Context: an optimization exercise on an open-source flow, tuned for small area. The choices shown serve that exercise and are no tape-out recipe. Where RTL was checked, it was by simulation tests only, not by an equivalence proof against the original. For runs 3 and 4, only the layout was checked, not whether the RTL still works. No run shown here takes its clock network from TritonCTS; it comes from the design's own scripts or RTL. No driver is modelled on the clock port, so clock power and skew are understated where the tree is cut down; a real chip needs a root buffer or a tree. Power figures rest on the tool's default switching activity, not on a simulated workload.

==> design.v <==
module top(
    input clk,
    input rst,
    input dht_data,
    output tx,
    output led_red,
    output led_green,
    output led_blue
);
    reg [8:0] q_r;
    wire [8:0] q = q_r;
    reg [8:0] b;
    reg [9:0] cap;       
    reg       red, blue;
    wire      valid = ~(red & blue);
    wire q_fb  = q[3] ^ q[8];
    wire tick  = (q == 9'b011110001);
    wire samp  = (q == 9'b001111000);
    wire last  = b[8] & (&b[4:0]);                
    wire done  = tick & last;                     
    wire shift = samp & (b[8:3] == 6'b100000);    
    wire clear = ~b[8] & b[7];                    
    wire [1:0] ch = cap[9:8];
    wire [3:0] ct = cap[7:4];
    wire [3:0] co = cap[3:0];
    function [3:0] adj(input [3:0] d);
        reg a3;
        begin
            a3 = d[3] | (d[2] & (d[1] | d[0]));
            adj = {a3,
                   (d[3] & d[0]) | (d[2] & ~d[1] & ~d[0]),
                   (d[1] & (~d[2] | d[0])) | (d[3] & ~d[0]),
                   d[0] ^ a3};
        end
    endfunction
    wire [3:0] oa = adj(co);
    wire [3:0] ta = adj(ct);
    wire [8:0] q_nx;
    assign q_nx[0] = tick ? (last ? 1'b1 : 1'b0) : q_fb;
    assign q_nx[1] = q[0];
    assign q_nx[2] = q[1];
    assign q_nx[3] = q[2];
    assign q_nx[4] = tick ? (last ? 1'b0 : 1'b1) : q[3];
    assign q_nx[5] = q[4];
    assign q_nx[6] = q[5];
    assign q_nx[7] = tick ? (last ? 1'b1 : 1'b0) : q[6];
    assign q_nx[8] = q[7];
    always @(posedge clk or posedge rst) begin
        if (rst) begin
            q_r <= 9'b111100011;
            b <= 9'd12;
            red <= 1'b1;
            blue <= 1'b1;
        end else begin
            q_r <= q_nx;
            if (tick)
                b <= last ? 9'd12 : b + 9'd1;
            if (done) begin
                red <= (|ch) | ct[3] | ct[2] | (ct[1] & ct[0] & (|co));
                blue <= ~((|ch) | ct[3] | ct[2] | ct[1]);
            end
        end
    end
    always @(posedge clk) begin
        if (shift)
            cap <= {cap[8], ta, oa, dht_data};
        else if (clear)
            cap <= 10'd0;
    end
    assign led_red   = red & ~blue;
    assign led_blue  = blue;
    assign led_green = ~red & ~blue;
    reg [10:0] p_r;
    wire [10:0] p = p_r;
    reg [3:0]  s_r;
    wire [3:0] s = s_r;
    reg [1:0]  c;
    reg [9:0]  v;       
    wire p_fb = p[8] ^ p[10];
    wire pt  = (p == 11'b10000001001);
    wire s9  = &s;
    wire c3  = &c;
    wire eom = pt & s9 & c3;
    wire [10:0] p_nx;
    assign p_nx[0] = p_fb;
    assign p_nx[1] = p[0];
    assign p_nx[2] = pt ? (s9 ? (c3 ? 1'b0 : 1'b1) : 1'b1) : p[1];
    assign p_nx[3] = pt ? (s9 ? (c3 ? 1'b0 : 1'b0) : 1'b1) : p[2];
    assign p_nx[4] = pt ? (s9 ? (c3 ? 1'b0 : 1'b0) : 1'b0) : p[3];
    assign p_nx[5] = p[4];
    assign p_nx[6] = p[5];
    assign p_nx[7] = p[6];
    assign p_nx[8] = p[7];
    assign p_nx[9] = pt ? (s9 ? (c3 ? 1'b1 : 1'b0) : 1'b0) : p[8];
    assign p_nx[10] = pt ? (s9 ? (c3 ? 1'b1 : 1'b1) : 1'b0) : p[9];
    wire [3:0] s_nx = s9 ? 4'd6 : s + 4'd1;
    always @(posedge clk or posedge rst) begin
        if (rst) begin
            p_r <= 11'b01111111010;
            s_r <= 4'd15;
            c <= 2'd0;
        end else begin
            p_r <= p_nx;
            if (pt) begin
                s_r <= s_nx;
                if (s9)
                    c <= c + 2'd1;
            end
        end
    end
    wire fresh = done | (~b[8] & ~b[7]);    
    always @(posedge clk) begin
        if (eom & fresh)
            v <= cap;
    end
    reg dbit;
    always @(*) begin
        case ({c, s[1:0]})
            4'b0000: dbit = v[8];      
            4'b0001: dbit = v[9];
            4'b0010: dbit = 1'b0;
            4'b0011: dbit = 1'b0;
            4'b0100: dbit = v[4];      
            4'b0101: dbit = v[5];
            4'b0110: dbit = v[6];
            4'b0111: dbit = v[7];
            4'b1000: dbit = v[0];      
            4'b1001: dbit = v[1];
            4'b1010: dbit = v[2];
            4'b1011: dbit = v[3];
            4'b1100: dbit = 1'b0;      
            4'b1101: dbit = 1'b1;
            4'b1110: dbit = 1'b0;
            default: dbit = 1'b1;
        endcase
    end
    assign tx = ~valid | (s == 4'd6) |
                ((s[3:2] == 2'b10) & dbit) |
                ((s[3:1] == 3'b110) & ~c3);
endmodule
==> flow/run.sh <==
#!/bin/bash
# Own layout flow: the standard flow (standard.sh) with three changes:
#  - synthesis maps with an area-oriented ABC script (flow/area.abc) instead
#    of ORFS's speed script; everything else in synthesis is the standard flow's;
#  - ports are buffered with the smallest buffer (buf_1);
#  - CTS builds a one-level clock tree (flow/clock_tree.tcl) in place of
#    TritonCTS's H-tree; the rest of ORFS's cts.tcl (hold repair etc.) runs.
# Each tool's output stays in orfs/logs/; make's output goes to flow.log.
set -euo pipefail
W=$(pwd)
# ORFS scripts, with cts.tcl calling flow/clock_tree.tcl
rm -rf "$W/scripts"; cp -r "$FLOW_HOME/scripts" "$W/scripts"
sed -i 's|^log_cmd clock_tree_synthesis {\*}\$cts_args$|source '"$W"'/flow/clock_tree.tcl|' "$W/scripts/cts.tcl"
grep -q "flow/clock_tree.tcl" "$W/scripts/cts.tcl"
sed -i 's|^  log_cmd abc {\*}\$abc_args$|  log_cmd abc -script '"$W"'/flow/area.abc {*}[lrange $abc_args 2 end]|' "$W/scripts/synth.tcl"
grep -q "flow/area.abc" "$W/scripts/synth.tcl"
sed -e 's|SYNTH_SCRIPT=[^ ]*|SYNTH_SCRIPT='"$W"'/synth_recipe.tcl SCRIPTS_DIR='"$W"'/scripts CLOCK_BUF=sky130_fd_sc_hd__clkbuf_8 CLOCK_GROUPS=4 "BUFFER_PORTS_ARGS=-buffer_cell sky130_fd_sc_hd__buf_1"|' \
    standard.sh > "$W/my_standard.sh"
grep -q "SCRIPTS_DIR=" "$W/my_standard.sh"
bash "$W/my_standard.sh" > "$W/flow.log" 2>&1
==> flow/area.abc <==
strash
ifraig
scorr
dc2
strash
&get -n
&deepsyn -T 20
&dch -f
&nf -a
&put
==> flow/clock_tree.tcl <==
# Replaces clock_tree_synthesis in ORFS's cts.tcl: the clock sinks are split
# into CLOCK_GROUPS groups by position (each split halves the largest group
# across its wider side) and each group is driven by one CLOCK_BUF buffer at
# the group's centroid. The clock port drives only these buffers, so every
# register sees one buffer between the port and its clock pin.
proc my_clock_buffers { buf ng } {
  set block [ord::get_db_block]
  set net [$block findNet clk]
  set sinks {}
  foreach it [$net getITerms] {
    set inst [$it getInst]
    set loc [$inst getLocation]
    lappend sinks [list [lindex $loc 0] [lindex $loc 1] [$inst getName]/[[$it getMTerm] getName]]
  }
  set groups [list $sinks]
  while {[llength $groups] < $ng} {
    set gi 0; set best -1
    for {set i 0} {$i < [llength $groups]} {incr i} {
      if {[llength [lindex $groups $i]] > $best} { set best [llength [lindex $groups $i]]; set gi $i }
    }
    set g [lindex $groups $gi]
    set xs [lmap s $g {lindex $s 0}]; set ys [lmap s $g {lindex $s 1}]
    set wx [expr [tcl::mathfunc::max {*}$xs] - [tcl::mathfunc::min {*}$xs]]
    set wy [expr [tcl::mathfunc::max {*}$ys] - [tcl::mathfunc::min {*}$ys]]
    set k [expr {$wx >= $wy ? 0 : 1}]
    set g [lsort -integer -index $k $g]
    set h [expr [llength $g] / 2]
    set groups [lreplace $groups $gi $gi [lrange $g 0 [expr $h - 1]] [lrange $g $h end]]
  }
  set i 0
  foreach g $groups {
    set sx 0; set sy 0; set pins {}
    foreach s $g { set sx [expr $sx + [lindex $s 0]]; set sy [expr $sy + [lindex $s 1]]; lappend pins [get_pins [lindex $s 2]] }
    set x [expr $sx / [llength $g] / 1000.0]; set y [expr $sy / [llength $g] / 1000.0]
    insert_buffer -buffer_cell $buf -net clk -load_pins $pins -location [list $x $y] -buffer_name clkbuf_g$i -net_name clk_g$i
    puts "clock group $i: [llength $g] sinks, $buf at $x $y"
    incr i
  }
}
my_clock_buffers $::env(CLOCK_BUF) $::env(CLOCK_GROUPS)
set_propagated_clock [all_clocks]
==> standard.sh <==
#!/bin/bash
# synth_recipe.tcl (not shown) runs the flow's synth.tcl, then flattens the netlist and writes it again
# the make line also repeats each setting of config.mk as NAME=value (left out here)
make -C /OpenROAD-flow-scripts/flow DESIGN_CONFIG=/design/flow/config.mk WORK_HOME=/design/flow/orfs CLKGATE_MAP_FILE= SYNTH_SCRIPT=/design/flow/synth_recipe.tcl "${@:-finish}"
==> config.mk <==
export PLATFORM = sky130hd
export DESIGN_NAME = top
export DESIGN_NICKNAME = top
export VERILOG_FILES = /design/flow/design.v
export SDC_FILE = /design/flow/constraint.sdc
export NUM_CORES = 4
export LEC_CHECK = 0
export CAP_MARGIN = 20
export CORE_MARGIN = 2
export CORE_UTILIZATION = 40
export GPL_TIMING_DRIVEN = 0
export SLEW_MARGIN = 20
==> constraint.sdc <==
create_clock -name core_clock -period 20.0 [get_ports {clk}]
set_input_delay 4.0000 -clock core_clock [delete_from_list [all_inputs] [get_ports {clk}]]
set_output_delay 4.0000 -clock core_clock [all_outputs]
set_load 0.01 [all_outputs]
==> results of run 1 <==
[synth_stat cells, types with 2 or more instances]
library cell and instances:
a21oi_1 17, a222oi_1 3, a22o_1 3, and3_1 6, clkinv_1 14, dfrtp_1 15, dfstp_2 22, edfxtp_1 20
ha_1 11, nand2_1 17, nand2b_1 6, nand3_1 4, nand4_1 4, nor2_1 16, nor2b_1 2, nor3_1 9
nor3b_1 2, nor4_1 2, o21ai_0 10, o31ai_1 2, xnor2_1 2
[cell type report, clock buffers not listed]
type	instances	area [um2]	area share [%]
Inverter	14	53.80	2.048
Multi-Input combinational cell	134	848.3	32.29
Sequential cell	57	1554	59.14
Tap cell	75	93.84	3.571
Timing Repair Buffer	6	22.52	0.8571
[power by group]
| part | total, mW | internal [mW] | switching, mW |
|---|---|---|---|
| logic | 0.00160 | 0.000131 | 0.00146 |
| registers | 0.120 | 0.120 | 0 |
| clock network | 0.0459 | 0.0184 | 0.0275 |
[flip-flops by register name, indices dropped and copies added (netlist names)]
register  cells
cap          10
v            10
p_r          11
blue          1
q_r           9
c             2
b             9
s_r           4
red           1
[metal layers]
metal | part of all wire, % | up-vias | GRT usage [%]
li1 | - | 760 | -
met2 | 46 | 9 | 21.45
met4 | 0.90 | 0 | 1.500
met3 | 2.1 | 2 | 1.304
met1 | 51 | 734 | 18.15
met5 | 0 | - | 0
[layout by cell type (no fill, tap or decap), types with 9 or more instances in the layout]
cell type and n:
nor3_1 9, a21oi_1 17, clkinv_1 13, edfxtp_1 20, o21ai_0 9, nand2_1 17
ha_1 11, dfrtp_1 15, dfstp_2 22, nor2_1 16
[cell families after synthesis]
kind of cell	synth area share, %
and+or+nand+nor	16.16
DFF	63.30
AOI/OAI and AO/OA	10.86
buffers and inverters	2.141
adders and majority gates	5.606
xor gates and xnor gates	1.071
muxes	0.8664
[path summary, 6_finish.rpt]
path / start / slack, ns / end / cells past startpoint
worst max-delay path: s_r[0] / 13.72 / tx / 8
worst min-delay path: p_r[7] / 0.37 / p_r[8] / 0
worst max register to register: p_r[3] / 17.68 / v[6] / 4
worst min register to register: p_r[7] / 0.37 / p_r[8] / 0
max in group asynchronous: rst / 15.73 / q_r[6] / 2
min in group asynchronous: rst / 3.88 / c[1] / 2
[worst max-delay path: stages, from the launching register on]
cell and delay, ns:
dfstp_2 0.59, clkinv_1 0.12, ha_1 0.25, a222oi_1 0.32, clkinv_1 0.11, a222oi_1 0.34
and3_1 0.20, o21ai_0 0.08, buf_1 0.13
[per-stage QoR]
step / power [mW] / area, um2
2_1_floorplan: 0.1237 / 2455
3_3_place_gp: 0.1242 / 2571
3_5_place_dp: 0.1243 / 2572
4_1_cts: 0.1703 / 2628
5_1_grt: 0.1754 / 2628
6_report: 0.1678 / 2628
==> out/qor.txt, run 1 <==
pwr dens: 63.86 nW/um2
final core utilization: 44.38%
Die Ht: 82.34 um
Synth Warn #: 1
Vias/cell: 5.190
Global Route Usage Sum: 12.68%
Congestion Overflow GR: 0
crit path launch type: flop
sequential share of the synthesized area: 63.30%
Initial DRC Count: 95
setup tns final: 0 ns
WS Path Type: reg2out
Core ar.: 5921 um2
post_cts resized: 0
crit path DAT: 2.28 ns
max_cap viols: 0
Slew Limit Fails: 0
hold crit path type: reg2reg
DIE AREA: 6780 um2
initial antenna violation count: 0
Hold Fails Final Rpt: 0
Worst Path Max Fanout: 6
port bufs: 6
worst-skew pair later-pin latency: 0.15 ns
P_leak: 0.9992 nW
Die W: 82.34 um
area fraction of the dominant cell type after synthesis: 24.46%
Fin Hold WS: 0.3677 ns
Top FF cell, synth: dfstp_2
Synth cell types: 39
Final Non-Filler Cells: 290
vias in the first global route: 1,423
Placer Congestion: 0.7781
clock skew: 0.01120 ns
Worst slew margin: 39.52%
Tcrit/Tclk final: 31.40%
status: finished clean
Critical Path RT: 16.00 ns
f_max: 159.2 MHz
RSZ-0062 raised after global routing: no
post-detail-place hpwl: 2.955 mm
ANT nets after route: 0
DRT Pass-1 Iters: 4
Rows: 28
EDFF count, synth: 20
dpl cells: 286
Post-Syn Area: 2455 um2
Post-synth ARST share: 64.91%
initial core utilization: 41.46%
routed vias: 1,505
VDD IR max: 0.00003847 V
Syn Nets: 219
Place WS: 13.91 ns
Post-Route WL: 4.113 mm
clk slew on worst S/H paths: 0.08 ns
Post-CTS Setup Bufs: 0
Hold-fix buffers, CTS: 0
largest cells by area after synthesis: edfxtp_1 24%, dfstp_2 24%, dfrtp_1 15%
final worst setup slack: 13.72 ns
Setup crit end kind: primary output
share of cells above drive strength 1: 12.56%
wire per inst: 14.18 um
largest net degree at the start of global routing: 38
nets: 231
FILL cells: 547
first-pass GRT wire length: 6.803 mm
Area Growth Syn to Fin: 7.034%
Seq cells post-synth: 57
# DRC: 0
post-synth top area cell: edfxtp_1
# setup viols final: 0
ANT cells: 0
post-synthesis cell count: 205
Avg Cell Area, Syn: 11.97 um2
I/O pin cnt: 7
Slew @ Worst Pin: 0.9011 ns
Min Clock Period, post-route: 6.281 ns
==> inputs of run 2 (changes only) <==
==> flow/run.sh (replaced) <==
#!/bin/bash
# Own layout flow: the standard flow (standard.sh) with three changes:
#  - synthesis maps with an area-oriented ABC script (flow/area.abc) instead
#    of ORFS's speed script, and leaves adders to ABC (no ADDER_MAP_FILE)
#    instead of mapping them to half/full adder cells first; everything else
#    in synthesis is the standard flow's;
#  - ports are buffered with the smallest buffer (buf_1);
#  - CTS builds a one-level clock tree (flow/clock_tree.tcl) in place of
#    TritonCTS's H-tree; the rest of ORFS's cts.tcl (hold repair etc.) runs.
# Each tool's output stays in orfs/logs/; make's output goes to flow.log.
set -euo pipefail
W=$(pwd)
# ORFS scripts, with cts.tcl calling flow/clock_tree.tcl
rm -rf "$W/scripts"; cp -r "$FLOW_HOME/scripts" "$W/scripts"
sed -i 's|^log_cmd clock_tree_synthesis {\*}\$cts_args$|source '"$W"'/flow/clock_tree.tcl|' "$W/scripts/cts.tcl"
grep -q "flow/clock_tree.tcl" "$W/scripts/cts.tcl"
sed -i 's|^  log_cmd abc {\*}\$abc_args$|  log_cmd abc -script '"$W"'/flow/area.abc {*}[lrange $abc_args 2 end]|' "$W/scripts/synth.tcl"
grep -q "flow/area.abc" "$W/scripts/synth.tcl"
sed -e 's|SYNTH_SCRIPT=[^ ]*|SYNTH_SCRIPT='"$W"'/synth_recipe.tcl SCRIPTS_DIR='"$W"'/scripts CLOCK_BUF=sky130_fd_sc_hd__clkbuf_8 CLOCK_GROUPS=4 ADDER_MAP_FILE= "BUFFER_PORTS_ARGS=-buffer_cell sky130_fd_sc_hd__buf_1"|' \
    standard.sh > "$W/my_standard.sh"
grep -q "SCRIPTS_DIR=" "$W/my_standard.sh"
bash "$W/my_standard.sh" > "$W/flow.log" 2>&1
==> flow/area.abc (replaced) <==
strash
ifraig
scorr
dc2
strash
&get -n
&deepsyn -T 10
&dch -f
&nf -a
&put
==> out/qor.txt, run 2 <==
Hold-fix buffers, CTS: 0 (unchanged)
R2R Path End: v[0]
most frequent cells in the layout: 22 x nor2_1, 22 x dfstp_2, 20 x edfxtp_1
Rows: 27 (-3.6%)
crit-path cells: mux2i_1, a22oi_1, a211oi_1, o22ai_1, a22oi_1, o31ai_1, buf_1
Reg2Reg Setup Slack: 16.94 ns (-0.74 ns)
largest net degree at the start of global routing: 38 (unchanged)
Syn Nets: 192 (-12%)
ANT nets after route: 0 (unchanged)
EDFF count, synth: 20 (unchanged)
P_leak: 0.9175 nW (-8.2%)
Largest Register: p_r
worst path bufs/invs: 1 (-2)
post-synthesis compound-gate area fraction: 9.401% (-1.5 points)
CP max stage delay: 0.67 ns (+0.08 ns)
ANT cells: 0 (unchanged)
Post-CTS Setup Bufs: 0 (unchanged)
Avg Cell Area, Syn: 12.04 um2 (+0.56%)
simple-gate share of the synthesized area: 16.88% (+0.72 points)
Hold Crit Depth: 0 (unchanged)
# setup viols final: 0 (unchanged)
Slew @ Worst Pin: 0.8956 ns (-0.005439 ns)
Post-Syn Area: 2276 um2 (-7.3%)
Synth Warn #: 1 (unchanged)
vias in the first global route: 1,356 (-4.7%)
Sw Ratio: 17.37% (+0.12 points)
Hold Fails Final Rpt: 0 (unchanged)
Worst Reg-to-Reg Cells: 5 (+1)
wire per inst: 12.92 um (-8.9%)
switching power: 0.02919 mW (+0.87%)
setup tns final: 0 ns (unchanged)
multiplexer share of the synthesized area: 1.319% (+0.45 points)
post_cts resized: 0 (unchanged)
largest family of logic cells by synthesized area: simple AND/OR/NAND/NOR gates
Congestion Overflow GR: 0 (unchanged)
Initial DRC Count: 57 (-40%)
post-synthesis cell count: 189 (-7.8%)
Global Route Usage Sum: 11.74% (-0.93 points)
Vias/cell: 5.015 (-3.4%)
Flop pwr share: 71.6% (about the same)
Area Growth Syn to Fin: 7.421%
largest cells by area after synthesis: edfxtp_1 26%, dfstp_2 25%, dfrtp_1 16%
WS Path Type: reg2out
crit path DAT: 1.87 ns (-0.41 ns)
port bufs: 6 (unchanged)
Slowest cell on crit path: dfstp_2
Core ar.: 5507 um2 (-7.0%)
initial antenna violation count: 0 (unchanged)
Logic pwr share: 0.9% (about the same)
Top FF cell, synth: dfstp_2
Placer Congestion: 0.8001 (+2.8%)
sequential share of the synthesized area: 68.28% (+5.0 points)
max FFs per register: 11 (unchanged)
area fraction of the dominant cell type after synthesis: 26.39% (+1.9 points)
DRT Pass-1 Iters: 4 (unchanged)
post-synth top area cell: edfxtp_1
Tcrit/Tclk final: 29.33% (-2.1 points)
Worst slew margin: 40.29% (+0.77 points)
post-detail-place hpwl: 2.422 mm (-18%)
DIE AREA: 6309 um2 (-6.9%)
# DRC: 0 (unchanged)
routed vias: 1,359 (-9.7%)
share of cells above drive strength 1: 13.57% (+1.0 points)
Worst Path Max Fanout: 12 (+6)
first-pass GRT wire length: 6.244 mm (-8.2%)
Seq cells post-synth: 57 (unchanged)
Clock Power Share: 27.5% (+0.2 points)
crit path launch type: flop
max_cap viols: 0 (unchanged)
clock skew: 0.005199 ns (-0.005999 ns)
Internal: 0.1389 mW (about the same)
Post-synth ARST share: 64.91% (unchanged)
Slew Limit Fails: 0 (unchanged)
cell mode on critical path: a22oi_1
Min Clock Period, post-route: 5.866 ns (-0.4141 ns)
FF-to-FF Start: q_r[5]
Critical Path RT: 16.00 ns (about the same)
initial core utilization: 41.33% (-0.13 points)
RSZ-0062 raised after global routing: no
f_max: 170.5 MHz (+7.1%)
Synth Area in Adders: 0% (-5.6 points)
status: finished clean
nets: 204 (-12%)
Die Ht: 79.43 um (-3.5%)
hold crit path type: reg2reg
Final Non-Filler Cells: 271 (-6.6%)
Post-Route WL: 3.501 mm (-15%)
hold_sp: q_r[5]
Setup crit end kind: primary output
xor/xnor share of the synthesized area: 2.309% (+1.2 points)
Post-synth top cells: 22 x dfstp_2, 22 x nor2_1, 20 x edfxtp_1, 16 x nand2_1, 15 x dfrtp_1
dpl cells: 267 (-6.6%)
pwr dens: 68.74 nW/um2 (+7.6%)
Top Registers: p_r: 11 flops, cap: 10 flops, v: 10 flops
VDD IR max: 0.00003432 V (-11%)
I/O pin cnt: 7 (unchanged)
clk slew on worst S/H paths: 0.09 ns (about the same)
worst-skew pair later-pin latency: 0.15 ns (about the same)
CP delay by family, top: flip-flops
Synth cell types: 36 (-7.7%)
Die W: 79.43 um (-3.5%)
Hold Path End: q_r[6]
run 2: cell count changes after synthesis, moves of 4 or more:
cell	previous run	this run
and3_1	6	1
ha_1	11	0
nor3_1	9	5
a22oi_1	0	4
a21oi_1	17	12
nor2_1	16	22
run 2: cell families (layout without fill, tap and decap cells):
family | Yosys count | in the layout
flops | 57 | 57
mux | 3 | 3
xor+xnor | 6 | 6
buf+inv | 11 | 21
compound gates | 36 | 36
simple gates | 76 | 76
run 2: power groups by stage:
stage | Combinational [mW] | Clock (mW) | Sequential, mW
finish | 0.00159 | 0.0462 | 0.120
detailed placement | 0.00170 | 0 | 0.123
CTS | 0.00172 | 0.0480 | 0.120
floorplan | 0.00111 | 0 | 0.123
global placement | 0.00167 | 0 | 0.123
global route | 0.00196 | 0.0530 | 0.120
run 2: routing by layer:
metal  share of wire (%)  vias up  track usage (%)
met5                   0        -                0
met4                 1.4        0            1.379
met3                 2.2        4            1.018
met2                  46       12            19.50
met1                  50      647            17.39
li1                    -      696                -
run 2: how the worst max path moves through the flow:
stage | from | to | slack (ns) | cells past startpoint
6_report | s_r[0] | tx | 14.13 | 7
2_1_floorplan | s_r[0] | tx | 14.53 | 6
5_1_grt | s_r[0] | tx | 13.96 | 7
4_1_cts | s_r[0] | tx | 14.08 | 7
3_3_place_gp | s_r[0] | tx | 14.29 | 7
3_5_place_dp | s_r[0] | tx | 14.27 | 7
run 2: through the flow:
stage	worst slack, ns	area (um2)	total power [mW]	util, %	hold WS [ns]
5_1_grt	13.96	2445	0.1753	44.40	0.3793
3_3_place_gp	14.29	2389	0.1242	43.38	0.3491
4_1_cts	14.08	2445	0.1700	44.40	0.3700
6_report	14.13	2445	0.1681	44.40	0.3706
3_5_place_dp	14.27	2390	0.1243	43.40	0.3557
2_1_floorplan	14.53	2276	0.1237	-	0.3466
run 2: area by class of cell, clock buffers not listed:
class	count	area [um2]
Fill cell	529	3062
Sequential cell	57	1554
Multi-Input combinational cell	121	680.7
Tap cell	72	90.09
Inverter	11	42.54
Timing Repair Buffer	6	22.52
==> inputs of run 3 (changes only) <==
--- a/design.v
+++ b/design.v
@@ -113,25 +113,14 @@
         if (eom & fresh)
             v <= cap;
     end
+    wire [1:0] k = s[1:0];    
     reg dbit;
     always @(*) begin
-        case ({c, s[1:0]})
-            4'b0000: dbit = v[8];      
-            4'b0001: dbit = v[9];
-            4'b0010: dbit = 1'b0;
-            4'b0011: dbit = 1'b0;
-            4'b0100: dbit = v[4];      
-            4'b0101: dbit = v[5];
-            4'b0110: dbit = v[6];
-            4'b0111: dbit = v[7];
-            4'b1000: dbit = v[0];      
-            4'b1001: dbit = v[1];
-            4'b1010: dbit = v[2];
-            4'b1011: dbit = v[3];
-            4'b1100: dbit = 1'b0;      
-            4'b1101: dbit = 1'b1;
-            4'b1110: dbit = 1'b0;
-            default: dbit = 1'b1;
+        case (c)
+            2'd0: dbit = ~k[1] & v[{3'b100, k[0]}];
+            2'd1: dbit = v[{2'b01, k}];
+            2'd2: dbit = v[{2'b00, k}];
+            default: dbit = k[0];
         endcase
     end
     assign tx = ~valid | (s == 4'd6) |
==> out/qor.txt, run 3 <==
status: finished clean
Rows: 27 (unchanged)
wire per inst: 13.37 um (+3.5%)
initial core utilization: 41.47% (+0.14 points)
multiplexer share of the synthesized area: 1.425% (+0.11 points)
largest net degree at the start of global routing: 38 (unchanged)
Area Growth Syn to Fin: 7.397% (about the same)
most frequent cells in the layout: 25 x nor2_1, 22 x dfstp_2, 20 x edfxtp_1
Post-CTS Setup Bufs: 0 (unchanged)
clk slew on worst S/H paths: 0.09 ns (about the same)
VDD IR max: 0.00004874 V (+42%)
vias in the first global route: 1,288 (-5.0%)
max FFs per register: 11 (unchanged)
Setup crit end kind: primary output
Final Cell Area: 2452 um2 (+0.31%)
DIE AREA: 6329 um2 (+0.32%)
EDFF count, synth: 20 (unchanged)
largest family of logic cells by synthesized area: simple AND/OR/NAND/NOR gates
P_leak: 0.9165 nW (-0.10%)
ANT nets after route: 0 (unchanged)
clock skew: 0.007423 ns (+0.002224 ns)
area fraction of the dominant cell type after synthesis: 26.30% (-0.087 points)
worst path bufs/invs: 1 (unchanged)
Top FF cell, synth: dfstp_2
RSZ-0062 raised after global routing: no
CP delay by family, top: flip-flops
Die Ht: 79.56 um (+0.16%)
most common cell after layout, fill and taps aside: nor2_1
largest cells by area after synthesis: edfxtp_1 26%, dfstp_2 25%, dfrtp_1 16%
Critical Path RT: 16.00 ns (about the same)
post_cts resized: 0 (unchanged)
Congestion Overflow GR: 0 (unchanged)
pwr dens: 68.45 nW/um2 (-0.43%)
# setup viols final: 0 (unchanged)
Post-synth top cells: 25 x nor2_1, 22 x dfstp_2, 20 x edfxtp_1, 15 x dfrtp_1, 14 x a21oi_1
post-synthesis compound-gate area fraction: 9.260% (-0.14 points)
f_max: 164.1 MHz (-3.7%)
routed vias: 1,359 (unchanged)
post-detail-place hpwl: 2.453 mm (+1.3%)
nets: 199 (-2.5%)
Post-Syn Area: 2283 um2 (+0.33%)
Worst Path Max Fanout: 9 (-3)
post-synth top area cell: edfxtp_1
I/O pin cnt: 7 (unchanged)
crit path DAT: 2.09 ns (+0.22 ns)
Post-Route WL: 3.556 mm (+1.6%)
Synth Area in Adders: 0% (unchanged)
Slew Limit Fails: 0 (unchanged)
Slowest cell on crit path: dfstp_2
Synth Warn #: 1 (unchanged)
worst-skew pair later-pin latency: 0.15 ns (about the same)
first-pass GRT wire length: 6.216 mm (-0.45%)
final core utilization: 44.54% (+0.14 points)
hold crit path type: reg2reg
Initial DRC Count: 26 (-54%)
setup tns final: 0 ns (unchanged)
FILL cells: 491 (-7.2%)
Min Clock Period, post-route: 6.094 ns (+0.2271 ns)
Die W: 79.56 um (+0.16%)
port bufs: 6 (unchanged)
Slew @ Worst Pin: 0.6172 ns (-0.2784 ns)
Placer Congestion: 0.7073 (-12%)
xor/xnor share of the synthesized area: 2.685% (+0.38 points)
Place WS: 14.06 ns (-0.2015 ns)
sequential share of the synthesized area: 68.05% (-0.22 points)
Tcrit/Tclk final: 30.47% (+1.1 points)
post-placement cell area: 2397 um2 (+0.31%)
share of cells above drive strength 1: 14.43% (+0.87 points)
Global Route Usage Sum: 11.78% (+0.032 points)
Core ar.: 5507 um2 (unchanged)
Seq cells post-synth: 57 (unchanged)
max_cap viols: 0 (unchanged)
post-synthesis cell count: 184 (-2.6%)
Synth cell types: 39 (+8.3%)
crit path launch type: flop
cell with the most instances after synthesis: nor2_1
Hold Fails Final Rpt: 0 (unchanged)
Fin Hold WS: 0.3697 ns (-0.0008650 ns)
Syn Nets: 187 (-2.6%)
simple-gate share of the synthesized area: 16.93% (+0.054 points)
WS Path Type: reg2out
# DRC: 0 (unchanged)
CP max stage delay: 0.62 ns (-0.05 ns)
Worst slew margin: 58.81% (+19 points)
initial antenna violation count: 0 (unchanged)
ANT cells: 0 (unchanged)
Avg Cell Area, Syn: 12.41 um2 (+3.1%)
Top Registers: p_r: 11 flops, cap: 10 flops, v: 10 flops
Hold-fix buffers, CTS: 0 (unchanged)
DRT Pass-1 Iters: 4 (unchanged)
Vias/cell: 5.109 (+1.9%)
Largest Register: p_r
final worst setup slack: 13.91 ns (-0.2271 ns)
cell mode on critical path: o21ai_0
Post-synth ARST share: 64.91% (unchanged)
crit-path cells: mux4_2, nor2b_1, o21ai_0, o21ai_0, a221o_1, buf_1
==> run 3: area by class of cell, clock buffers not listed <==
cell class | instances | area (um2) | area share (%)
Multi-Input combinational cell | 117 | 691.9 | 28.21
Sequential cell | 57 | 1554 | 63.37
Timing Repair Buffer | 6 | 22.52 | 0.9184
Tap cell | 72 | 90.09 | 3.673
Inverter | 10 | 38.79 | 1.582
==> run 3: routing by layer <==
metal	part of all wire [%]	vias to the layer above	global-route usage, %
met5	0	-	0
met4	2.0	0	1.897
met3	2.1	5	0.7919
met2	45	9	18.91
met1	51	665	17.90
li1	-	680	-
==> run 3: final timing paths <==
check                      cells after the start     end    from  slack [ns]
max                                            6      tx  s_r[0]       13.91
min                                            0  q_r[6]  q_r[5]        0.37
max reg2reg                                    6    v[1]  q_r[5]       17.32
min reg2reg                                    0  q_r[6]  q_r[5]        0.37
max in group asynchronous                      2     red     rst       15.74
min in group asynchronous                      2  q_r[2]     rst        3.88
==> run 3: report_power, final <==
group	total [mW]	switching [mW]	internal [mW]
registers	0.120	0	0.120
logic	0.00159	0.00146	0.000130
clock network	0.0460	0.0275	0.0184
==> run 3: cell families (layout without fill, tap and decap cells) <==
| kind of cell | after synthesis | count (layout) |
|---|---|---|
| buffers and inverters | 10 | 20 |
| multiplexers | 2 | 2 |
| XOR/XNOR | 7 | 7 |
| AND/OR/NAND/NOR | 73 | 73 |
| AO/OA/AOI/OAI | 35 | 35 |
| flip-flops | 57 | 57 |
==> run 3: worst reg2reg max path, stage by stage, from the launching register on <==
cell	delay [ns]
dfstp_2	0.54
nand4b_1	0.14
nor4_1	0.47
and4_1	0.37
and2_0	0.26
nand2b_1	0.14
and3_1	0.42
==> run 3: metrics by stage <==
stage / power [mW] / std cells
3_3_place_gp: 0.1242 / 262
6_report: 0.1679 / 266
4_1_cts: 0.1694 / 266
2_1_floorplan: 0.1237 / 184
3_5_place_dp: 0.1243 / 262
5_1_grt: 0.1750 / 266
==> inputs of run 4 (changes only) <==
--- a/design.v
+++ b/design.v
@@ -18,23 +18,18 @@
     wire samp  = (q == 9'b001111000);
     wire last  = b[8] & (&b[4:0]);                
     wire done  = tick & last;                     
-    wire shift = samp & (b[8:3] == 6'b100000);    
-    wire clear = ~b[8] & b[7];                    
+    wire conv  = b[8];
+    wire step  = samp & (conv ? ~(b[5] | b[4] | b[3]) : b[7]);
     wire [1:0] ch = cap[9:8];
     wire [3:0] ct = cap[7:4];
     wire [3:0] co = cap[3:0];
-    function [3:0] adj(input [3:0] d);
-        reg a3;
+    function [3:0] adj(input [3:0] d, input en);
         begin
-            a3 = d[3] | (d[2] & (d[1] | d[0]));
-            adj = {a3,
-                   (d[3] & d[0]) | (d[2] & ~d[1] & ~d[0]),
-                   (d[1] & (~d[2] | d[0])) | (d[3] & ~d[0]),
-                   d[0] ^ a3};
+            adj = (en & (d >= 4'd5)) ? d + 4'd3 : d;
         end
     endfunction
-    wire [3:0] oa = adj(co);
-    wire [3:0] ta = adj(ct);
+    wire [3:0] oa = adj(co, conv);
+    wire [3:0] ta = adj(ct, conv);
     wire [8:0] q_nx;
     assign q_nx[0] = tick ? (last ? 1'b1 : 1'b0) : q_fb;
     assign q_nx[1] = q[0];
@@ -62,10 +57,8 @@
         end
     end
     always @(posedge clk) begin
-        if (shift)
-            cap <= {cap[8], ta, oa, dht_data};
-        else if (clear)
-            cap <= 10'd0;
+        if (step)
+            cap <= {cap[8], ta, oa, dht_data & conv};
     end
     assign led_red   = red & ~blue;
     assign led_blue  = blue;
@@ -113,14 +106,25 @@
         if (eom & fresh)
             v <= cap;
     end
-    wire [1:0] k = s[1:0];    
     reg dbit;
     always @(*) begin
-        case (c)
-            2'd0: dbit = ~k[1] & v[{3'b100, k[0]}];
-            2'd1: dbit = v[{2'b01, k}];
-            2'd2: dbit = v[{2'b00, k}];
-            default: dbit = k[0];
+        case ({c, s[1:0]})
+            4'b0000: dbit = v[8];      
+            4'b0001: dbit = v[9];
+            4'b0010: dbit = 1'b0;
+            4'b0011: dbit = 1'b0;
+            4'b0100: dbit = v[4];      
+            4'b0101: dbit = v[5];
+            4'b0110: dbit = v[6];
+            4'b0111: dbit = v[7];
+            4'b1000: dbit = v[0];      
+            4'b1001: dbit = v[1];
+            4'b1010: dbit = v[2];
+            4'b1011: dbit = v[3];
+            4'b1100: dbit = 1'b0;      
+            4'b1101: dbit = 1'b1;
+            4'b1110: dbit = 1'b0;
+            default: dbit = 1'b1;
         endcase
     end
     assign tx = ~valid | (s == 4'd6) |
==> out/qor.txt, run 4 <==
Global Route Usage Sum: 12.27% (+0.49 points)
status: finished clean
area fraction of the dominant cell type after synthesis: 26.55% (+0.25 points)
Syn Nets: 171 (-8.6%)
Critical Path RT: 16.00 ns (about the same)
max_cap viols: 0 (unchanged)
Setup crit end kind: primary output
# setup viols final: 0 (unchanged)
post-synth top area cell: edfxtp_1
Clock Power Share: 27.1% (-0.3 points)
RSZ-0062 raised after global routing: no
Reg2Reg Setup Slack: 16.53 ns (-0.79 ns)
Tcrit/Tclk final: 30.51% (+0.045 points)
Worst Path Max Fanout: 9 (unchanged)
post-synthesis cell count: 168 (-8.7%)
clk slew on worst S/H paths: 0.08 ns (about the same)
ANT cells: 0 (unchanged)
Post-synth ARST share: 64.91% (unchanged)
Slowest cell on crit path: dfstp_2
Rows: 27 (unchanged)
largest family of logic cells by synthesized area: simple AND/OR/NAND/NOR gates
Die Ht: 79.20 um (-0.45%)
first-pass GRT wire length: 6.361 mm (+2.3%)
DRT Pass-1 Iters: 4 (unchanged)
crit-path cells: mux4_2, nor2b_1, o21ai_0, o22ai_1, a221o_1, buf_1
Largest Register: p_r
Placer Congestion: 0.7788 (+10%)
sequential share of the synthesized area: 68.69% (+0.64 points)
Sw Ratio: 16.87% (-0.40 points)
Post-Syn Area: 2262 um2 (-0.93%)
Synth Area in Adders: 0% (unchanged)
hold_sp: p_r[5]
vias in the first global route: 1,355 (+5.2%)
f_max: 163.9 MHz (-0.15%)
hold crit path type: reg2reg
Top Registers: p_r: 11 flops, cap: 10 flops, v: 10 flops
Seq cells post-synth: 57 (unchanged)
multiplexer share of the synthesized area: 1.438% (+0.013 points)
nets: 184 (-7.5%)
Internal: 0.1388 mW (about the same)
final worst setup slack: 13.90 ns (-0.009000 ns)
VDD IR max: 0.00002301 V (-53%)
FF-to-FF Start: q_r[5]
I/O pin cnt: 7 (unchanged)
xor/xnor share of the synthesized area: 3.097% (+0.41 points)
pwr dens: 68.31 nW/um2 (-0.21%)
DIE AREA: 6273 um2 (-0.89%)
cell with the most instances after synthesis: dfstp_2
worst-skew pair later-pin latency: 0.15 ns (about the same)
Post-Route WL: 3.611 mm (+1.5%)
Synth Warn #: 1 (unchanged)
Place WS: 14.06 ns (-0.004800 ns)
post_cts resized: 0 (unchanged)
most frequent cells in the layout: 22 x dfstp_2, 20 x edfxtp_1, 17 x nor2_1
port bufs: 6 (unchanged)
Flop pwr share: 72.0% (+0.3 points)
Top FF cell, synth: dfstp_2
ANT nets after route: 0 (unchanged)
share of cells above drive strength 1: 16.76% (+2.3 points)
Synth cell types: 43 (+10%)
post-synthesis compound-gate area fraction: 10.95% (+1.7 points)
R2R Path End: v[3]
initial antenna violation count: 0 (unchanged)
Fin Hold WS: 0.3685 ns (-0.001236 ns)
initial core utilization: 41.34% (-0.13 points)
WS Path Type: reg2out
# DRC: 0 (unchanged)
largest net degree at the start of global routing: 38 (unchanged)
Pwr Total: 0.1670 mW (-0.52%)
P_leak: 0.9189 nW (+0.26%)
Worst slew margin: 41.96% (-17 points)
setup tns final: 0 ns (unchanged)
simple-gate share of the synthesized area: 15.15% (-1.8 points)
routed vias: 1,319 (-2.9%)
Logic pwr share: 0.9% (about the same)
Hold-fix buffers, CTS: 0 (unchanged)
Min Clock Period, post-route: 6.102 ns (+0.009000 ns)
most common cell after layout, fill and taps aside: dfstp_2
Worst Reg-to-Reg Cells: 6 (unchanged)
max FFs per register: 11 (unchanged)
Hold Fails Final Rpt: 0 (unchanged)
wire per inst: 14.39 um (+7.6%)
Congestion Overflow GR: 0 (unchanged)
crit path DAT: 2.10 ns (about the same)
Avg Cell Area, Syn: 13.47 um2 (+8.5%)
Vias/cell: 5.255 (+2.9%)
Hold Path End: p_r[6]
CP max stage delay: 0.64 ns (+0.02 ns)
Initial DRC Count: 106 (+310%)
EDFF count, synth: 20 (unchanged)
Die W: 79.20 um (-0.45%)
Slew Limit Fails: 0 (unchanged)
Post-synth top cells: 22 x dfstp_2, 20 x edfxtp_1, 17 x nor2_1, 15 x dfrtp_1, 9 x nand2_1
post-detail-place hpwl: 2.665 mm (+8.6%)
crit path launch type: flop
Area Growth Syn to Fin: 8.075%
switching power: 0.02817 mW (-2.8%)
Post-CTS Setup Bufs: 0 (unchanged)
clock skew: 0.008209 ns (+0.0007859 ns)
Hold Crit Depth: 0 (unchanged)
Core ar.: 5473 um2 (-0.61%)
Slew @ Worst Pin: 0.8706 ns (+0.2534 ns)
largest cells by area after synthesis: edfxtp_1 27%, dfstp_2 26%, dfrtp_1 17%
-- run 4: worst max-delay path, delay by kind of cell (launching register included) --
kind	cells	cell delay, ns
flip-flops	1	0.64
AO/OA/AOI/OAI	3	0.53
multiplexers	1	0.51
AND/OR/NAND/NOR	1	0.15
buffers and inverters	1	0.12
-- run 4: layout make-up, clock buffers not listed --
type | instances | area (um2)
fill | 514 | 3028
timing repair buffer | 7 | 30.03
multi-input combinational | 107 | 699.4
inverter | 4 | 16.27
sequential | 57 | 1554
tap | 72 | 90.09
-- run 4: worst max-delay path by stage --
stage                     slack, ns  cells after the start    from  to
final                         13.90                      6  s_r[0]  tx
after global routing          13.83                      6  s_r[0]  tx
after CTS                     13.89                      6  s_r[0]  tx
after detailed placement      14.06                      6  s_r[0]  tx
after global placement        14.09                      6  s_r[0]  tx
after floorplan               14.26                      5  s_r[0]  tx
-- run 4: routing by layer --
metal	track usage, %	routed length, um
met1	17.24	1688
met2	21.61	1791
met3	1.250	121
met4	0.8621	10
met5	0	0
-- run 4: cell families after synthesis --
group	count (synthesis)
AO/OA/AOI/OAI	34
XOR/XNOR	8
buffers and inverters	4
flip-flops	57
multiplexers	2
AND/OR/NAND/NOR	63
-- run 4: power by group through the flow --
stage	clock network, mW	logic, mW	registers [mW]
CTS	0.0468	0.00163	0.120
finish	0.0452	0.00147	0.120
global route	0.0517	0.00185	0.120
detailed placement	0	0.00164	0.123
global placement	0	0.00149	0.123
floorplan	0	0.00107	0.123
-- run 4: through the flow --
stage,util [%],cells,area (um2)
4_1_cts,44.67,251,2445
3_3_place_gp,43.39,246,2375
6_report,44.67,251,2445
3_5_place_dp,43.67,247,2390
2_1_floorplan,-,168,2262
5_1_grt,44.67,251,2445
==> inputs of run 5 (changes only) <==
--- a/design.v
+++ b/design.v
@@ -8,7 +8,7 @@
     output led_blue
 );
     reg [8:0] q_r;
-    wire [8:0] q = q_r;
+    wire [8:0] q = ~q_r;
     reg [8:0] b;
     reg [9:0] cap;       
     reg       red, blue;
@@ -42,12 +42,12 @@
     assign q_nx[8] = q[7];
     always @(posedge clk or posedge rst) begin
         if (rst) begin
-            q_r <= 9'b111100011;
+            q_r <= 9'b000011100;
             b <= 9'd12;
             red <= 1'b1;
             blue <= 1'b1;
         end else begin
-            q_r <= q_nx;
+            q_r <= ~q_nx;
             if (tick)
                 b <= last ? 9'd12 : b + 9'd1;
             if (done) begin
@@ -64,38 +64,38 @@
     assign led_blue  = blue;
     assign led_green = ~red & ~blue;
     reg [10:0] p_r;
-    wire [10:0] p = p_r;
+    wire [10:0] p = ~p_r;
     reg [3:0]  s_r;
-    wire [3:0] s = s_r;
+    wire [3:0] s = ~s_r;
     reg [1:0]  c;
     reg [9:0]  v;       
     wire p_fb = p[8] ^ p[10];
-    wire pt  = (p == 11'b10000001001);
+    wire pt  = (p == 11'b00010011000);
     wire s9  = &s;
     wire c3  = &c;
     wire eom = pt & s9 & c3;
     wire [10:0] p_nx;
     assign p_nx[0] = p_fb;
     assign p_nx[1] = p[0];
-    assign p_nx[2] = pt ? (s9 ? (c3 ? 1'b0 : 1'b1) : 1'b1) : p[1];
-    assign p_nx[3] = pt ? (s9 ? (c3 ? 1'b0 : 1'b0) : 1'b1) : p[2];
-    assign p_nx[4] = pt ? (s9 ? (c3 ? 1'b0 : 1'b0) : 1'b0) : p[3];
+    assign p_nx[2] = pt ? (s9 ? (c3 ? 1'b1 : 1'b0) : 1'b0) : p[1];
+    assign p_nx[3] = pt ? (s9 ? (c3 ? 1'b1 : 1'b1) : 1'b0) : p[2];
+    assign p_nx[4] = p[3];
     assign p_nx[5] = p[4];
-    assign p_nx[6] = p[5];
-    assign p_nx[7] = p[6];
-    assign p_nx[8] = p[7];
-    assign p_nx[9] = pt ? (s9 ? (c3 ? 1'b1 : 1'b0) : 1'b0) : p[8];
-    assign p_nx[10] = pt ? (s9 ? (c3 ? 1'b1 : 1'b1) : 1'b0) : p[9];
+    assign p_nx[6] = pt ? (s9 ? (c3 ? 1'b0 : 1'b1) : 1'b1) : p[5];
+    assign p_nx[7] = pt ? (s9 ? (c3 ? 1'b0 : 1'b0) : 1'b1) : p[6];
+    assign p_nx[8] = pt ? (s9 ? (c3 ? 1'b0 : 1'b0) : 1'b0) : p[7];
+    assign p_nx[9] = p[8];
+    assign p_nx[10] = p[9];
     wire [3:0] s_nx = s9 ? 4'd6 : s + 4'd1;
     always @(posedge clk or posedge rst) begin
         if (rst) begin
-            p_r <= 11'b01111111010;
-            s_r <= 4'd15;
+            p_r <= 11'b00001010111;
+            s_r <= 4'd0;
             c <= 2'd0;
         end else begin
-            p_r <= p_nx;
+            p_r <= ~p_nx;
             if (pt) begin
-                s_r <= s_nx;
+                s_r <= ~s_nx;
                 if (s9)
                     c <= c + 2'd1;
             end
==> out/qor.txt, run 5 <==
f_max: 175.5 MHz (+7.1%)
Congestion Overflow GR: 0 (unchanged)
sequential share of the synthesized area: 68.71% (about the same)
Largest Register: p_r
worst-skew pair later-pin latency: 0.15 ns (about the same)
initial core utilization: 40.99% (-0.34 points)
max FFs per register: 11 (unchanged)
Initial DRC Count: 126 (+19%)
routed vias: 1,332 (+0.99%)
Top Registers: p_r: 11 flops, cap: 10 flops, v: 10 flops
R2R Path End: v[4]
ANT nets after route: 0 (unchanged)
crit-path cells: nor3b_1, a221oi_1, o21ai_0, o2bb2ai_1, a32oi_1, o21ai_0, buf_1
post-synthesis cell count: 173 (+3.0%)
Reg2Reg Setup Slack: 16.25 ns (-0.28 ns)
WS Path Type: reg2out
Seq cells post-synth: 57 (unchanged)
Post-synth ARST share: 64.91% (unchanged)
initial antenna violation count: 0 (unchanged)
Hold-fix buffers, CTS: 0 (unchanged)
nets: 189 (+2.7%)
# DRC: 0 (unchanged)
Core ar.: 5473 um2 (unchanged)
most frequent cells in the layout: 25 x dfrtp_1, 20 x edfxtp_1, 12 x nor2_1, 12 x dfstp_2, 10 x nand2_1
Die W: 78.89 um (-0.39%)
setup tns final: 0 ns (unchanged)
Worst slew margin: 41.19% (-0.77 points)
wire per inst: 14.23 um (-1.1%)
Syn Nets: 176 (+2.9%)
Final Cell Area: 2426 um2 (-0.77%)
Worst Path Max Fanout: 10 (+1)
clock skew: 0.009474 ns (+0.001265 ns)
hold crit path type: reg2reg
max_cap viols: 0 (unchanged)
Area Growth Syn to Fin: 8.143% (about the same)
Slowest cell on crit path: dfrtp_1
Place WS: 14.47 ns (+0.4123 ns)
Slew @ Worst Pin: 0.8822 ns (+0.01162 ns)
first-pass GRT wire length: 6.423 mm (+0.97%)
cell with the most instances after synthesis: dfrtp_1
Tcrit/Tclk final: 28.49% (-2.0 points)
EDFF count, synth: 20 (unchanged)
RSZ-0062 raised after global routing: no
Global Route Usage Sum: 12.43% (+0.16 points)
Post-synth top cells: 25 x dfrtp_1, 20 x edfxtp_1, 12 x dfstp_2, 12 x nor2_1, 10 x nand2_1
vias in the first global route: 1,394 (+2.9%)
port bufs: 6 (unchanged)
post-placement cell area: 2371 um2 (-0.79%)
Post-CTS Setup Bufs: 0 (unchanged)
P_leak: 0.9081 nW (-1.2%)
post-synth top area cell: dfrtp_1
Vias/cell: 5.203 (-0.99%)
Worst Reg-to-Reg Cells: 6 (unchanged)
post_cts resized: 0 (unchanged)
hold_sp: p_r[0]
Post-Syn Area: 2243 um2 (-0.83%)
largest net degree at the start of global routing: 38 (unchanged)
area fraction of the dominant cell type after synthesis: 27.89% (+1.3 points)
pwr dens: 68.92 nW/um2 (+0.89%)
I/O pin cnt: 7 (unchanged)
share of cells above drive strength 1: 10.33% (-6.4 points)
Rows: 27 (unchanged)
ANT cells: 0 (unchanged)
clk slew on worst S/H paths: 0.08 ns (about the same)
largest cells by area after synthesis: dfrtp_1 28%, edfxtp_1 27%, dfstp_2 14%
Hold Fails Final Rpt: 0 (unchanged)
crit path launch type: flop
Avg Cell Area, Syn: 12.97 um2 (-3.7%)
VDD IR max: 0.00003452 V (+50%)
FF-to-FF Start: q_r[5]
CP max stage delay: 0.50 ns (-0.14 ns)
Min Clock Period, post-route: 5.699 ns (-0.4037 ns)
final worst setup slack: 14.30 ns (+0.4037 ns)
Setup crit end kind: primary output
Critical Path RT: 16.00 ns (about the same)
crit path DAT: 1.70 ns (-0.40 ns)
# setup viols final: 0 (unchanged)
post-detail-place hpwl: 2.632 mm (-1.2%)
Post-Route WL: 3.644 mm (+0.91%)
Slew Limit Fails: 0 (unchanged)
Die Ht: 78.89 um (-0.39%)
most common cell after layout, fill and taps aside: dfrtp_1
Placer Congestion: 0.7090 (-9.0%)
Synth cell types: 39 (-9.3%)
Hold Crit Depth: 0 (unchanged)
status: finished clean
FILL cells: 521 (+1.4%)
DRT Pass-1 Iters: 4 (unchanged)
Hold Path End: p_r[1]
Synth Warn #: 1 (unchanged)
cell mode on critical path: o21ai_0
DIE AREA: 6224 um2 (-0.78%)
Top FF cell, synth: dfrtp_1
run 5: final cells by class, clock buffers not listed:
type,count,area [um2],area share [%]
inverter,9,35.03,1.444
multi-input combinational,107,674.4,27.80
tap,72,90.09,3.713
timing repair buffer,7,30.03,1.238
sequential,57,1541,63.54
run 5: where the power goes:
part | internal, mW | switching [mW]
registers | 0.120 | 0
logic | 0.000114 | 0.00142
clock network | 0.0184 | 0.0271
run 5: through the flow:
stage / instances / total power [mW] / util [%] / hold WS, ns
final: 256 / 0.1672 / 44.33 / 0.3673
after floorplan: 173 / 0.1236 / - / 0.3464
after CTS: 256 / 0.1688 / 44.33 / 0.3701
after detailed placement: 252 / 0.1242 / 43.32 / 0.3577
after global placement: 251 / 0.1241 / 43.05 / 0.3548
after global routing: 256 / 0.1744 / 44.33 / 0.3797
run 5: worst max-delay path by stage:
stage	startpoint	to	slack, ns	depth (start not counted)
3_3_place_gp	c[0]	tx	14.56	7
4_1_cts	c[0]	tx	14.29	7
3_5_place_dp	c[0]	tx	14.47	7
5_1_grt	c[0]	tx	14.14	7
2_1_floorplan	c[0]	tx	14.68	6
6_report	c[0]	tx	14.30	7
run 5: cells by family after synthesis:
kind of cell,synth area share [%]
xor+xnor,3.904
compound gates,10.71
mux,1.004
buf+inv,1.506
flops,68.71
simple gates,14.17
run 5: per-layer routing:
layer | share of wire, % | vias to the layer above | global-route usage, %
met5 | 0 | - | 0
met4 | 2.0 | 0 | 2.241
met3 | 2.7 | 8 | 0.7955
met2 | 49 | 15 | 22.31
met1 | 46 | 656 | 16.95
li1 | - | 653 | -
run 5: critical path, delay by kind of cell (launching register included):
kind / cells / cell delay, ns
compound gates: 5 / 0.65
flops: 1 / 0.50
simple gates: 1 / 0.24
buf+inv: 1 / 0.16
==> inputs of run 6 (changes only) <==
--- a/flow/run.sh
+++ b/flow/run.sh
@@ -16,7 +16,7 @@
 grep -q "flow/clock_tree.tcl" "$W/scripts/cts.tcl"
 sed -i 's|^  log_cmd abc {\*}\$abc_args$|  log_cmd abc -script '"$W"'/flow/area.abc {*}[lrange $abc_args 2 end]|' "$W/scripts/synth.tcl"
 grep -q "flow/area.abc" "$W/scripts/synth.tcl"
-sed -e 's|SYNTH_SCRIPT=[^ ]*|SYNTH_SCRIPT='"$W"'/synth_recipe.tcl SCRIPTS_DIR='"$W"'/scripts CLOCK_BUF=sky130_fd_sc_hd__clkbuf_8 CLOCK_GROUPS=4 ADDER_MAP_FILE= "BUFFER_PORTS_ARGS=-buffer_cell sky130_fd_sc_hd__buf_1"|' \
+sed -e 's|SYNTH_SCRIPT=[^ ]*|SYNTH_SCRIPT='"$W"'/synth_recipe.tcl SCRIPTS_DIR='"$W"'/scripts CLOCK_BUF=sky130_fd_sc_hd__buf_12 CLOCK_GROUPS=2 ADDER_MAP_FILE= "BUFFER_PORTS_ARGS=-buffer_cell sky130_fd_sc_hd__buf_1"|' \
     standard.sh > "$W/my_standard.sh"
 grep -q "SCRIPTS_DIR=" "$W/my_standard.sh"
 bash "$W/my_standard.sh" > "$W/flow.log" 2>&1
==> out/qor.txt, run 6 <==
Top Registers: p_r: 11 flops, cap: 10 flops, v: 10 flops
Post-synth ARST share: 64.91% (unchanged)
Rows: 27 (unchanged)
ANT nets after route: 0 (unchanged)
# DRC: 0 (unchanged)
max_cap viols: 0 (unchanged)
post-synthesis cell count: 173 (unchanged)
area fraction of the dominant cell type after synthesis: 27.89% (unchanged)
Hold Crit Depth: 0 (unchanged)
Core ar.: 5473 um2 (unchanged)
Post-Syn Area: 2243 um2 (unchanged)
Die Ht: 78.89 um (unchanged)
final core utilization: 44.06% (-0.27 points)
R2R Path End: v[7]
ANT cells: 0 (unchanged)
P_leak: 0.8981 nW (-1.1%)
Slew @ Worst Pin: 0.8855 ns (+0.003296 ns)
Die W: 78.89 um (unchanged)
Min Clock Period, post-route: 5.712 ns (+0.01300 ns)
initial antenna violation count: 0 (unchanged)
port bufs: 6 (unchanged)
share of cells above drive strength 1: 9.341% (-0.99 points)
hold_sp: p_r[0]
RSZ-0062 raised after global routing: no
final worst setup slack: 14.29 ns (-0.01300 ns)
crit path DAT: 1.71 ns (about the same)
Critical Path RT: 16.00 ns (about the same)
sequential share of the synthesized area: 68.71% (unchanged)
Top FF cell, synth: dfrtp_1
Tcrit/Tclk final: 28.56% (+0.065 points)
Synth Warn #: 1 (unchanged)
routed vias: 1,323 (-0.68%)
I/O pin cnt: 7 (unchanged)
initial core utilization: 40.99% (unchanged)
max FFs per register: 11 (unchanged)
crit path launch type: flop
FF-to-FF Start: q_r[5]
Avg Cell Area, Syn: 12.97 um2 (unchanged)
# setup viols final: 0 (unchanged)
clock skew: 0.007405 ns (-0.002069 ns)
Post-Route WL: 3.627 mm (-0.47%)
Reg2Reg Setup Slack: 16.22 ns (-0.03 ns)
Slew Limit Fails: 0 (unchanged)
most common cell after layout, fill and taps aside: dfrtp_1
clk slew on worst S/H paths: 0.10 ns (+0.02 ns)
Worst Path Max Fanout: 10 (unchanged)
f_max: 175.1 MHz (-0.23%)
hold crit path type: reg2reg
first-pass GRT wire length: 6.375 mm (-0.75%)
Hold-fix buffers, CTS: 0 (unchanged)
Placer Congestion: 0.7090 (unchanged)
Largest Register: p_r
EDFF count, synth: 20 (unchanged)
post-detail-place hpwl: 2.632 mm (unchanged)
Post-CTS Setup Bufs: 0 (unchanged)
Seq cells post-synth: 57 (unchanged)
Synth cell types: 39 (unchanged)
post_cts resized: 0 (unchanged)
WS Path Type: reg2out
vias in the first global route: 1,391 (-0.22%)
largest cells by area after synthesis: dfrtp_1 28%, edfxtp_1 27%, dfstp_2 14%
Place WS: 14.47 ns (unchanged)
largest net degree at the start of global routing: 38 (unchanged)
Area Growth Syn to Fin: 7.473%
DRT Pass-1 Iters: 4 (unchanged)
Hold Fails Final Rpt: 0 (unchanged)
Worst slew margin: 40.97% (-0.22 points)
Vias/cell: 5.209 (+0.11%)
pwr dens: 68.82 nW/um2 (-0.13%)
nets: 187 (-1.1%)
Post-synth top cells: 25 x dfrtp_1, 20 x edfxtp_1, 12 x dfstp_2, 12 x nor2_1, 10 x nand2_1
setup tns final: 0 ns (unchanged)
post-synth top area cell: dfrtp_1
Hold Path End: p_r[1]
Global Route Usage Sum: 12.35% (-0.074 points)
cell with the most instances after synthesis: dfrtp_1
wire per inst: 14.28 um (+0.32%)
Congestion Overflow GR: 0 (unchanged)
most frequent cells in the layout: 25 x dfrtp_1, 20 x edfxtp_1, 12 x nor2_1, 12 x dfstp_2, 10 x nand2_1
worst-skew pair later-pin latency: 0.14 ns (about the same)
Worst Reg-to-Reg Cells: 6 (unchanged)
VDD IR max: 0.00004029 V (+17%)
Syn Nets: 176 (unchanged)
DIE AREA: 6224 um2 (unchanged)
Setup crit end kind: primary output
status: finished clean
Initial DRC Count: 65 (-48%)
==> run 6: cell counts after synthesis <==
No cell type changed its count.
==> run 6: worst max-delay path, stage by stage, from the launching register on <==
cell,delay [ns]
dfrtp_1,0.51
nor3b_1,0.24
a221oi_1,0.07
o21ai_0,0.19
o2bb2ai_1,0.15
a32oi_1,0.09
o21ai_0,0.17
buf_1,0.17
==> run 6: worst max-delay path by stage <==
stage / start / to / slack [ns] / cells after the start
floorplan: c[0] / tx / 14.68 / 6
global placement: c[0] / tx / 14.56 / 7
detailed placement: c[0] / tx / 14.47 / 7
CTS: c[0] / tx / 14.29 / 7
global route: c[0] / tx / 14.13 / 7
finish: c[0] / tx / 14.29 / 7
==> run 6: where the power goes <==
group / total, mW / leakage [nW] / switching [mW] / internal [mW]
registers: 0.120 / 0.589 / 0 / 0.120
logic: 0.00153 / 0.290 / 0.00142 / 0.000114
clock network: 0.0442 / 0.0188 / 0.0279 / 0.0163
total: 0.166 / 0.898 / 0.0293 / 0.137
==> run 6: per-layer routing <==
layer	wire [um]	GRT usage, %	vias to the layer above
li1	-	-	648
met1	1709	16.72	655
met2	1768	22.48	15
met3	93	0.7955	5
met4	56	1.897	0
met5	0	0	-
==> run 6: through the flow <==
stage	instances	hold WS (ns)	power, mW	cell area, um2
after CTS	254	0.3730	0.1669	2411
after global routing	254	0.3835	0.1726	2411
final	254	0.3703	0.1659	2411
after floorplan	173	0.3464	0.1236	2243
after global placement	251	0.3548	0.1241	2356
after detailed placement	252	0.3577	0.1242	2371
==> run 6: area by class of cell, clock buffers not listed <==
| type | instances | area [um2] |
|---|---|---|
| Tap cell | 72 | 90.09 |
| Multi-Input combinational cell | 107 | 674.4 |
| Fill cell | 521 | 3062 |
| Timing Repair Buffer | 7 | 30.03 |
| Sequential cell | 57 | 1541 |
| Inverter | 9 | 35.03 |
==> run 6: kinds of logic (layout without fill, tap and decap cells) <==
kind of cell / Yosys count / in the layout / share of synthesized area [%]
simple gates: 59 / 59 / 14.17
mux: 2 / 2 / 1.004
compound gates: 36 / 36 / 10.71
xor+xnor: 10 / 10 / 3.904
buf+inv: 9 / 18 / 1.506
flops: 57 / 57 / 68.71
==> inputs of run 7 (changes only) <==
--- a/flow/run.sh
+++ b/flow/run.sh
@@ -5,7 +5,8 @@
 #    instead of mapping them to half/full adder cells first; everything else
 #    in synthesis is the standard flow's;
 #  - ports are buffered with the smallest buffer (buf_1);
-#  - CTS builds a one-level clock tree (flow/clock_tree.tcl) in place of
+#  - CTS builds a one-level clock tree (flow/clock_tree.tcl: two buf_12,
+#    each driving the registers of one half of the core) in place of
 #    TritonCTS's H-tree; the rest of ORFS's cts.tcl (hold repair etc.) runs.
 # Each tool's output stays in orfs/logs/; make's output goes to flow.log.
 set -euo pipefail
==> flow/area.abc (replaced) <==
strash
ifraig
scorr
dc2
strash
&get -n
&deepsyn -T 10
&put
strash
dch -f
amap
topo
==> out/qor.txt, run 7 <==
wire per inst: 12.67 um (-11%)
VDD IR max: 0.00006307 V (+57%)
first-pass GRT wire length: 6.375 mm (unchanged)
post_cts resized: 0 (unchanged)
P_leak: 0.8747 nW (-2.6%)
# DRC: 0 (unchanged)
Critical Path RT: 16.00 ns (about the same)
EDFF count, synth: 20 (unchanged)
status: finished clean
Avg Cell Area, Syn: 11.38 um2 (-12%)
Placer Congestion: 0.8956 (+26%)
crit-path cells: clkinv_1, o221a_1, a31oi_1, o32a_1, o32a_1, o21ai_0, buf_1
max FFs per register: 11 (unchanged)
Initial DRC Count: 58 (-11%)
Pwr Total: 0.1658 mW (about the same)
sequential share of the synthesized area: 69.49% (+0.78 points)
Die Ht: 78.47 um (-0.53%)
f_max: 174.9 MHz (about the same)
Seq cells post-synth: 57 (unchanged)
I/O pin cnt: 7 (unchanged)
pwr dens: 69.49 nW/um2 (+0.97%)
Worst setup startpoint: c[0]
initial core utilization: 40.79% (-0.21 points)
Post-Syn Area: 2218 um2 (-1.1%)
Min Clock Period, post-route: 5.717 ns (+0.005200 ns)
Syn Nets: 198 (+13%)
Slew @ Worst Pin: 0.8995 ns (+0.01404 ns)
max_cap viols: 0 (unchanged)
largest net degree at the start of global routing: 38 (unchanged)
DRT Pass-1 Iters: 4 (unchanged)
Worst slew margin: 40.03% (-0.94 points)
area fraction of the dominant cell type after synthesis: 28.20% (+0.31 points)
Congestion Overflow GR: 0 (unchanged)
Die W: 78.47 um (-0.53%)
hold_sp: p_r[0]
crit path launch type: flop
# setup viols final: 0 (unchanged)
worst path bufs/invs: 2 (+1)
Top FF cell, synth: dfrtp_1
post-synth top area cell: dfrtp_1
worst-skew pair later-pin latency: 0.14 ns (about the same)
Worst Path Max Fanout: 6 (-4)
Hold-fix buffers, CTS: 0 (unchanged)
Post-CTS Setup Bufs: 0 (unchanged)
WS Path Type: reg2out
post-synthesis cell count: 195 (+13%)
Reg2Reg Setup Slack: 16.31 ns (+0.09 ns)
most frequent cells in the layout: 34 x nor2_1, 25 x clkinv_1, 25 x dfrtp_1
Vias/cell: 4.964 (-4.7%)
CP delay by family, top: compound AO/OA/AOI/OAI gates
ANT cells: 0 (unchanged)
nets: 209 (+12%)
Post-synth top cells: 34 x nor2_1, 26 x clkinv_1, 25 x dfrtp_1, 20 x edfxtp_1, 13 x o21ai_0
routed vias: 1,370 (+3.6%)
Hold Fails Final Rpt: 0 (unchanged)
Core ar.: 5439 um2 (-0.62%)
initial antenna violation count: 0 (unchanged)
share of cells above drive strength 1: 8.333% (-1.0 points)
clock skew: 0.005285 ns (-0.002120 ns)
Synth Warn #: 1 (unchanged)
Post-Route WL: 3.497 mm (-3.6%)
RSZ-0062 raised after global routing: no
ANT nets after route: 0 (unchanged)
largest cells by area after synthesis: dfrtp_1 28%, edfxtp_1 27%, dfstp_2 14%
Slew Limit Fails: 0 (unchanged)
cell with the most instances after synthesis: nor2_1
Post-synth ARST share: 64.91% (unchanged)
Synth cell types: 30 (-23%)
DIE AREA: 6158 um2 (-1.1%)
FF-to-FF Start: q_r[5]
CP max stage delay: 0.46 ns (-0.05 ns)
Slowest cell on crit path: dfrtp_1
Global Route Usage Sum: 12.38% (+0.030 points)
Area Growth Syn to Fin: 7.558% (about the same)
Rows: 27 (unchanged)
hold crit path type: reg2reg
setup tns final: 0 ns (unchanged)
Setup crit end kind: primary output
cell mode on critical path: o32a_1
Tcrit/Tclk final: 28.59% (about the same)
port bufs: 6 (unchanged)
clk slew on worst S/H paths: 0.11 ns (about the same)
most common cell after layout, fill and taps aside: nor2_1
Largest Register: p_r
vias in the first global route: 1,381 (-0.72%)
Top Registers: p_r: 11 flops, cap: 10 flops, v: 10 flops
post-detail-place hpwl: 2.551 mm (-3.1%)
crit path DAT: 1.72 ns (about the same)
==> run 7: per-layer routing <==
layer  global-route usage (%)  vias up  share of wire (%)
met5                        0        -                  0
met4                    1.228        0                1.1
met3                   0.8046        2                1.9
met2                    22.84        7                 49
met1                    16.64      654                 48
li1                         -      707                  -
==> run 7: layout make-up, clock buffers not listed <==
cell class,instances,area (um2)
tap,72,90.09
fill,513,3053
multi-input combinational,112,585.6
sequential,57,1541
inverter,26,98.84
timing repair buffer,7,30.03
==> run 7: power by group <==
part | internal (mW) | switching (mW) | total [mW]
clock network | 0.0163 | 0.0277 | 0.0441
logic | 0.000140 | 0.00141 | 0.00155
registers | 0.120 | 0 | 0.120
total | 0.137 | 0.0291 | 0.166
==> run 7: path summary, 6_finish.rpt <==
kind | to | cells after the start
max | tx | 7
min | p_r[1] | 0
max reg2reg | v[0] | 12
min reg2reg | p_r[1] | 0
max in group asynchronous | q_r[4] | 2
min in group asynchronous | p_r[9] | 2
==> run 7: metrics by stage <==
step	setup slack [ns]	utilization (%)	hold slack, ns	instance area (um2)	cells
finish	14.28	43.87	0.3729	2386	276
global route	14.10	43.87	0.3809	2386	276
CTS	14.28	43.87	0.3749	2386	276
detailed placement	14.48	43.13	0.3558	2346	274
global placement	14.44	42.86	0.3571	2331	273
floorplan	14.60	-	0.3473	2218	195
==> run 7: kinds of logic after synthesis <==
| logic type | count (synthesis) | synth area share [%] |
|---|---|---|
| and+or+nand+nor | 71 | 14.55 |
| DFF | 57 | 69.49 |
| AOI/OAI and AO/OA | 41 | 11.56 |
| buffers and inverters | 26 | 4.399 |
==> run 7: worst reg2reg max path, delay by kind of cell (launching register included) <==
family / cells / cell delay (ns)
flip-flops: 1 / 0.40
AND/OR/NAND/NOR: 8 / 1.75
buffers and inverters: 3 / 0.44
AO/OA/AOI/OAI: 1 / 0.74

re-timing with driven ports:
In the flow no input, the clock included, has a driving cell. The finished layouts below were timed again as built, in two steps.
Step 1 assumes that a clkbuf_16 drives the clock port and a buf_2 every other input.
Step 2 also shifts input and output timing later by t, the mid clock arrival at the registers, as if the neighbouring blocks saw the same clock.
Slacks: no drivers / after step 1 / after step 2; pairs: no drivers / after step 1.
run	t (ns)	slack for setup (ns)	worst setup path after step 2	latest minus earliest clock arrival (ns)	worst slew at a driven data input, ns
run 1	0.205	13.719 / 13.663 / 13.867	register to output	0.011 / 0.011	0.03
run 2	0.200	14.134 / 14.079 / 14.279	register to output	0.006 / 0.005	0.03
run 3	0.200	13.907 / 13.852 / 14.052	register to output	0.008 / 0.008	0.03
run 4	0.195	13.897 / 13.847 / 14.042	register to output	0.008 / 0.008	0.03
run 5	0.197	14.301 / 14.249 / 14.446	register to output	0.009 / 0.009	0.03
run 6	0.185	14.288 / 14.241 / 14.426	register to output	0.008 / 0.008	0.03
run 7	0.186	14.283 / 14.234 / 14.421	register to output	0.005 / 0.005	0.03
After both steps setup and hold are still met in every run listed.
